Context: an optimization exercise on an open-source flow, tuned for small area. The choices shown serve that exercise and are no tape-out recipe.
Function was checked by simulation only, so behaviour that the tests miss may differ from the original.
No activity file was given, so power comes from the tool's default toggle rates.

### design/flow/design.v
module control(clk,rst_n,seq_rdy,data_ack,currentState,inputBit);
	input clk,rst_n;
	input seq_rdy;
	output reg data_ack;
	output reg [1:0] currentState;
   output reg inputBit;
	reg [3:0] count_state;
	always@(posedge clk or negedge rst_n)begin
		if(!rst_n)begin
			currentState <= 2'b11;
		end else if(seq_rdy && inputBit)begin
			if(currentState == 3)begin
				currentState <= 2'b00;
			end else begin
				currentState <= currentState + 1;
			end
		end
	end
	always@(posedge clk or negedge rst_n)begin
		if(!rst_n)begin
			inputBit <= 1 ; 
		end else begin
			inputBit <= ~inputBit;  
		end
	end
	always@(posedge clk or negedge rst_n)begin
		if(!rst_n)begin
			data_ack <= 0 ; 
		end else if (count_state == 8)begin
			data_ack <= 1;  
		end else begin
			data_ack <= 0;
		end
	end
	always @(posedge clk or negedge rst_n) begin
		if (!rst_n) begin
			count_state <= 8;
		end else begin
			if (count_state == 8) begin
				count_state <= 1;
			end else begin
				count_state <= count_state + 1;
			end    
		end
	end
endmodule
module BMU(currentState,inputBit,rec_code,hamming_dist);
input [1:0] rec_code;
input [1:0] currentState;
input inputBit;
output reg[2:0] hamming_dist;
wire [1:0] Cn;
reg [1:0] expec_code;
assign Cn = rec_code ^ expec_code;
always@(*)begin
	hamming_dist = Cn[1] + Cn[0];
end
always@(*)begin
	case (currentState)
		2'd0:
			if(inputBit == 0)begin
				expec_code = 0;
			end else begin
				expec_code = 3;
			end
		2'd1:
			if(inputBit == 0)begin
				expec_code = 3;
			end else begin
				expec_code = 0;
			end
		2'd2:
			if(inputBit == 0)begin
				expec_code = 1;
			end else begin
				expec_code = 2;
			end
		2'd3:
			if(inputBit == 0)begin
				expec_code = 2;
			end else begin
				expec_code = 1;
			end
			default: expec_code = 2'd0;
	  endcase
end
endmodule
module PMU (
    input clk,
    input rst_n,
    input [2:0] hamming_dist,
    input [1:0] currentState,
    input inputBit,
	output reg [15:0]decoded_msg
	); 
parameter depth = 15;
reg [3:0] path_metrics [0:3];
reg [3:0] new_metrics [0:3];
wire [3:0] candidate_metric;
reg [1:0] nextState;
reg [3:0] count;
reg [15:0] survivors [0:3];
reg [15:0] new_survivors [0:3];
reg [1:0] new_path;
reg [3:0] bit_count [0:3]; 
reg [3:0] min_value;
reg [1:0] final_state;
reg [3:0] valid_count;
assign candidate_metric = path_metrics[currentState] + hamming_dist;
always @(posedge clk or negedge rst_n) begin
	if (!rst_n) begin
		path_metrics[0] <= 4'd0;
		path_metrics[1] <= 4'd3;
		path_metrics[2] <= 4'd3;
		path_metrics[3] <= 4'd3;
	end else if (count == 8) begin
		path_metrics[0] <= new_metrics[0];
		path_metrics[1] <= new_metrics[1];
		path_metrics[2] <= new_metrics[2];
		path_metrics[3] <= new_metrics[3];
	end
end
always @(posedge clk or negedge rst_n) begin
	if (!rst_n) begin
		new_metrics[0] <= 4'd3;
		new_metrics[1] <= 4'd3;
		new_metrics[2] <= 4'd3;
		new_metrics[3] <= 4'd3;
	end else if (count == 8 && valid_count < 12) begin
		new_metrics[0] <= 4'd3;
		new_metrics[1] <= 4'd3;
		new_metrics[2] <= 4'd3;
		new_metrics[3] <= 4'd3;
	end else begin
		if (candidate_metric < new_metrics[nextState]) begin
			case (nextState)
				2'd0: new_metrics[0] <= candidate_metric;
				2'd1: new_metrics[1] <= candidate_metric;
				2'd2: new_metrics[2] <= candidate_metric;
				2'd3: new_metrics[3] <= candidate_metric;
			endcase
		end
	end
end
always @(posedge clk or negedge rst_n) begin
	if (!rst_n) begin
		survivors[0] <= 0;
		survivors[1] <= 0;
		survivors[2] <= 0;
		survivors[3] <= 0;
	end else begin
		if(count == 8)begin
			survivors[0] <= new_survivors[0];
			survivors[1] <= new_survivors[1];
			survivors[2] <= new_survivors[2];
			survivors[3] <= new_survivors[3];
		end
		if(bit_count[0] >= depth || bit_count[1] >= depth || bit_count[2] >= depth || bit_count[3] >= depth)begin
			survivors[0] <= 16'd0;
			survivors[1] <= 16'd0;
			survivors[2] <= 16'd0;
			survivors[3] <= 16'd0;
		end
	end
end
always @(posedge clk or negedge rst_n) begin
	if(!rst_n)begin
		bit_count[0] <= 4'd0;
		bit_count[1] <= 4'd0;
		bit_count[2] <= 4'd0;
		bit_count[3] <= 4'd0;
	end else begin
		if(count == 8)begin
			bit_count[0] <= bit_count[0] + 4'd1;
			bit_count[1] <= bit_count[1] + 4'd1;
			bit_count[2] <= bit_count[2] + 4'd1;
			bit_count[3] <= bit_count[3] + 4'd1;
		end
		if(bit_count[0] >= depth || bit_count[1] >= depth || bit_count[2] >= depth || bit_count[3] >= depth)begin
			bit_count[0] <= 4'd0;
			bit_count[1] <= 4'd0;
			bit_count[2] <= 4'd0;
			bit_count[3] <= 4'd0;
		end
	end
end
always @(posedge clk or negedge rst_n) begin
	if(!rst_n)begin
		decoded_msg <= 16'b0;
	end else if(bit_count[0] >= depth || bit_count[1] >= depth || bit_count[2] >= depth || bit_count[3] >= depth)begin
		decoded_msg <= survivors[final_state];
	end
end
always @(posedge clk or negedge rst_n) begin
	if(!rst_n)begin
		min_value <= 4'b0;
		final_state <= 2'b0;
	end else begin
		min_value <= new_metrics[0];
		if(new_metrics[1] < min_value)begin
			min_value <= new_metrics[1];
			final_state <= 1;
		end else if(new_metrics[2] < min_value)begin
			min_value <= new_metrics[2];
			final_state <= 2;
		end else if(new_metrics[3] < min_value) begin
			min_value <= new_metrics[3];
			final_state <= 3;
		end
	end
end
always @(posedge clk or negedge rst_n) begin
	if (!rst_n) begin
		new_survivors[0] <= 0;
		new_survivors[1] <= 0;
		new_survivors[2] <= 0;
		new_survivors[3] <= 0;
	end else begin
		if (candidate_metric < new_metrics[nextState]) begin
			case (nextState)
				2'd0:new_survivors[0] <= {survivors[currentState][11:0], inputBit}; 
				2'd1:new_survivors[1] <= {survivors[currentState][11:0], inputBit}; 
				2'd2:new_survivors[2] <= {survivors[currentState][11:0], inputBit}; 
				2'd3:new_survivors[3] <= {survivors[currentState][11:0], inputBit}; 
			endcase
		end
	end
end
always @(posedge clk or negedge rst_n) begin
	if (!rst_n) begin
		count <= 0;
	end else begin
		if (count == 8) begin
			count <= 1;
		end else begin
			count <= count + 1;
		end    
	end
end
always @(posedge clk or negedge rst_n) begin
	if (!rst_n) begin
		valid_count <= 0;
	end else begin
		if(count == 7)begin
			valid_count <= valid_count +1;
		end
	end
end
always @(*) begin
	begin
		case (currentState)
			2'd0: nextState <= (inputBit == 0) ? 2'd0 : 2'd2;
			2'd1: nextState <= (inputBit == 0) ? 2'd0 : 2'd2;
			2'd2: nextState <= (inputBit == 0) ? 2'd1 : 2'd3;
			2'd3: nextState <= (inputBit == 0) ? 2'd1 : 2'd3;
			default: nextState <= 2'd0;
		endcase
	end
end
endmodule
module Top(clk,rst_n,rx,seq_rdy,data_ack,decoded_msg);
input clk,rst_n;
input [1:0]rx;
input seq_rdy;
output wire data_ack;
output wire [15:0] decoded_msg;
wire [1:0] currentState;
wire inputBit;
wire [2:0] hamming_dist;
control c1(
	.clk(clk),
	.rst_n(rst_n),
	.seq_rdy(seq_rdy),
	.data_ack(data_ack),
	.currentState(currentState),
	.inputBit(inputBit)
);
BMU b1(
	.rec_code(rx),
	.hamming_dist(hamming_dist),
	.currentState(currentState),
	.inputBit(inputBit)
);
PMU p1(
	.clk(clk),
	.rst_n(rst_n),
	.hamming_dist(hamming_dist),
	.currentState(currentState),
	.inputBit(inputBit),
	.decoded_msg(decoded_msg)
);
endmodule
### design/flow/run.sh
#!/bin/bash
# synth_recipe.tcl (not shown) runs the flow's synth.tcl, then flattens the netlist and writes it again
# the make line also repeats each setting of config.mk as NAME=value (left out here)
make -C /OpenROAD-flow-scripts/flow DESIGN_CONFIG=/design/flow/config.mk WORK_HOME=/design/flow/orfs CLKGATE_MAP_FILE= SYNTH_SCRIPT=/design/flow/synth_recipe.tcl finish
### design/flow/config.mk
export PLATFORM = sky130hd
export DESIGN_NAME = Top
export DESIGN_NICKNAME = Top
export VERILOG_FILES = /design/flow/design.v
export SDC_FILE = /design/flow/constraint.sdc
export NUM_CORES = 4
export LEC_CHECK = 0
export CAP_MARGIN = 20
export CORE_MARGIN = 2
export CORE_UTILIZATION = 40
export SLEW_MARGIN = 20
### design/flow/constraint.sdc
create_clock -name core_clock -period 5.0 [get_ports {clk}]
set_input_delay 1.0000 -clock core_clock [delete_from_list [all_inputs] [get_ports {clk}]]
set_output_delay 1.0000 -clock core_clock [all_outputs]
set_load 0.01 [all_outputs]
==> summary.txt <==
## where the power goes
group	total [mW]	leakage, nW	internal, mW	switching, mW
Clock	1.43	0.300	0.817	0.615
Combinational	2.39	1.72	0.938	1.46
Sequential	2.33	2.30	2.00	0.334
## critical path, cell delays in order, from the launching register on
cell      delay [ns]
dfstp_2         0.70
inv_1           0.15
ha_1            0.39
a222oi_1        0.37
nand2_1         0.08
o21ai_0         0.13
fa_1            0.23
inv_1           0.05
ha_1            0.18
xnor2_1         0.35
inv_1           0.09
ha_1            0.28
o21ai_1         0.07
a21oi_2         0.38
a211o_2         0.50
o21ai_0         0.16
## path summary, 6_finish.rpt
path / start / to / slack (ns)
setup / recovery: c1.currentState[1]$_DFFE_PN1P_ / p1.new_survivors[2][1]$_DFFE_PN0P_ / 0.74
hold / removal: p1.path_metrics[3][0]$_DFFE_PN1P_ / p1.path_metrics[3][0]$_DFFE_PN1P_ / 0.46
setup reg to reg: c1.currentState[1]$_DFFE_PN1P_ / p1.new_survivors[2][1]$_DFFE_PN0P_ / 0.74
hold reg to reg: p1.path_metrics[3][0]$_DFFE_PN1P_ / p1.path_metrics[3][0]$_DFFE_PN1P_ / 0.46
max in group asynchronous: rst_n / c1.count_state[3]$_DFF_PN1_ / 3.42
min in group asynchronous: rst_n / p1.count[1]$_DFF_PN0_ / 0.62
## state kept, by name (all words and copies together) (netlist names)
register	flops
p1.final_state	2
p1.min_value	4
p1.path_metrics	16
c1.count_state	4
c1.currentState	2
p1.bit_count	16
p1.new_metrics	16
p1.decoded_msg	13
p1.valid_count	4
p1.new_survivors	52
c1.inputBit	1
p1.survivors	52
p1.count	4
c1.data_ack	1
## area by class of cell
| type | instances | area (um^2) |
|---|---|---|
| Multi-Input combinational cell | 598 | 3550 |
| Timing Repair Buffer | 35 | 324 |
| Clock inverter | 13 | 183 |
| Tap cell | 275 | 344 |
| Sequential cell | 187 | 4700 |
| Clock buffer | 19 | 443 |
| Fill cell | 1988 | 11500 |
| Inverter | 20 | 75.1 |
## cell families after synthesis
logic type               after synthesis
other                                  1
XOR/XNOR                              21
adder cells (fa/ha/maj)               28
multiplexers                          37
buffers and inverters                 72
AO/OA/AOI/OAI                        187
flip-flops                           187
AND/OR/NAND/NOR                      322
## cell usage in the layout, fill, tap and decap left out, types with 4 or more instances in the layout
cell	instances
a211oi_1	8
xor2_1	11
nor3_1	5
nand2b_1	8
a21oi_1	72
a222oi_1	16
nand4_1	5
dfrtp_1	168
o21ai_0	48
inv_1	20
mux2i_1	6
dfstp_2	18
nor2_1	30
mux4_2	16
o211ai_1	4
xnor2_1	10
nand3_1	12
o21ai_1	23
ha_1	27
buf_4	16
clkdlybuf4s50_1	17
mux2_2	15
nand2_1	252
clkbuf_16	17
## per-stage QoR
stage / util [%] / hold WS (ns) / setup WS, ns / std cells
finish: 45.7 / 0.464 / 0.742 / 1147
global route: 45.7 / 0.486 / 0.386 / 1147
CTS: 45.6 / 0.465 / 0.748 / 1147
detailed placement: 42.7 / 0.452 / 0.765 / 1115
global placement: 42.7 / 0.450 / 0.853 / 1115
floorplan: - / 0.435 / 0.865 / 857
## routing by layer
metal  global-route usage (%)  vias to the layer above  part of all wire (%)
met5                        0                        -                     0
met4                     5.89                        0                   1.3
met3                     2.94                       17                   4.3
met2                     28.0                      120                    47
met1                     25.7                     2930                    48
li1                         -                     2922                     -
==> flow_summary.ini <==
[status]
outcome = finished clean

[timing]
worstMarginPinSlew_ns = 0.900
fin_crit_sh_pct = 85.2
setup_viol = 0
slew_viol_final = 0
fmax_mhz = 235
slew_headroom_pct = 40.0
hold_viol = 0
grt_setup_unrepaired = no
fin_setup_tns_ns = 0
fin_crit_ns = 4.26
finClkSkew_ns = 0.0137

[grt]
grt.total_usage_pct = 18.0
grt-ovfl-total = 0
grt_pass1_wl_um = 31600
grt_pass1_vias = 5930
antenna_found_initial = 0
grt_max_degree = 90

[floorplan]
coreArea_mm2 = 0.0211
fp.dieH_um = 151
io_pins = 22
die_w_um = 151
dieArea_mm2 = 0.0227
initial_core_util_pct = 40.8
core.rowCount = 53

[yosys]
ys_top_cells_by_area = dfrtp_1 49%, nand2_1 11%, dfstp_2 5.5%, a21oi_1 4.2%, mux4_2 4.2%
synth_top_family_by_area = simple AND/OR/NAND/NOR gates
synth-adder-area-share_pct = 4.16
yosysTopAreaCell = dfrtp_1
synth.avg_cell_area_um2 = 10.1
synth_cell_types = 44
synth_edf_count = 0
synth_most_common_cell = nand2_1
yosys_most_used_dff = dfrtp_1
synth_compound_area_share_pct = 12.8
mappedNetlistArea_mm2 = 0.00860
synth-seq-cells = 187
synth_warnings = 8
synth-xor-area-share_pct = 2.14
synthArstFlopShare_pct = 100
synth_common_cells = 252 x nand2_1, 169 x dfrtp_1, 72 x a21oi_1
netlist_instances = 855
muxShareOfSynthArea_pct = 6.85
synth_top_area_share_pct = 49.2
ys_seq_area_share_pct = 54.7
synth-simple-area-share_pct = 15.1

[hold_path]
whs_path_depth = 2
hold_path_class = flip-flop to flip-flop

[power_and_ir_drop]
leakagePower_nw = 4.32
power.density_mw_per_mm2 = 640
totalPowerFinal_mw = 6.16
peakVddDrop_v = 0.000344

[drt]
vias = 5989
final_antenna_net_count = 0
drt_iter0_drc = 428
first_pass_iters = 5
routed_wirelength_um = 18600
wl_per_cell_um = 16.3
viasPerCell = 5.22
drc_errors = 0

[setup_path]
crit_type = flip-flop to flip-flop
r2r_cells = 15
startpoint_type = flip-flop
path_max_fanout = 27
worstPathArrival_ns = 4.55
endpoint_kind = flip-flop
required_ns = 5.29

[cells_and_area]
stdcell_area_mm2 = 0.00963
fin_nets = 892
layout-drive-gt1-share_pct = 12.5
area_delta_synth_final_pct = 12.0
diodes = 0

[clock_network]
cts_root_buf = clkbuf_16
cts.sinks = 187
holdBufCountCts = 0
clockBufferDepth = 2
cts_setup_buffers = 0
cts_buffers = 17
path_clk_slew_ns = 0.07
clk_latency_ns = 0.44
cts_tree = yes
h-tree-depth = 4
post_cts_resized = 0

[place]
place_hpwl_um = 11700
place.gp.congestion = 0.817
place.port_buffers = 18
dpl-instance-area_mm2 = 0.00900

[flow_run]
drv_cap = 0

## afterwards: timing with drivers on the ports
The results above use ideal ports. As a check the final layout listed here was re-extracted and re-timed, cells and wires unchanged.
Step 1: set_driving_cell puts a clkbuf_16 on clk and a buf_2 on each other input, an assumption about the parent block.
Step 2 times the ports against the registers' clock, not the clock port: input delays grow and output delays shrink by t, the midpoint of the rising clock arrivals with the driver on.
Slacks: ideal / step 1 / step 2; pairs: ideal / step 1.
t, ns: 0.472
setup slack, ns: 0.742 / 0.742 / 0.742
worst setup path after step 2: register to register
After both steps setup and hold are still met in this run. The setup slack of this run moves by 0.000 ns with the drivers and by 0.000 ns with both steps.
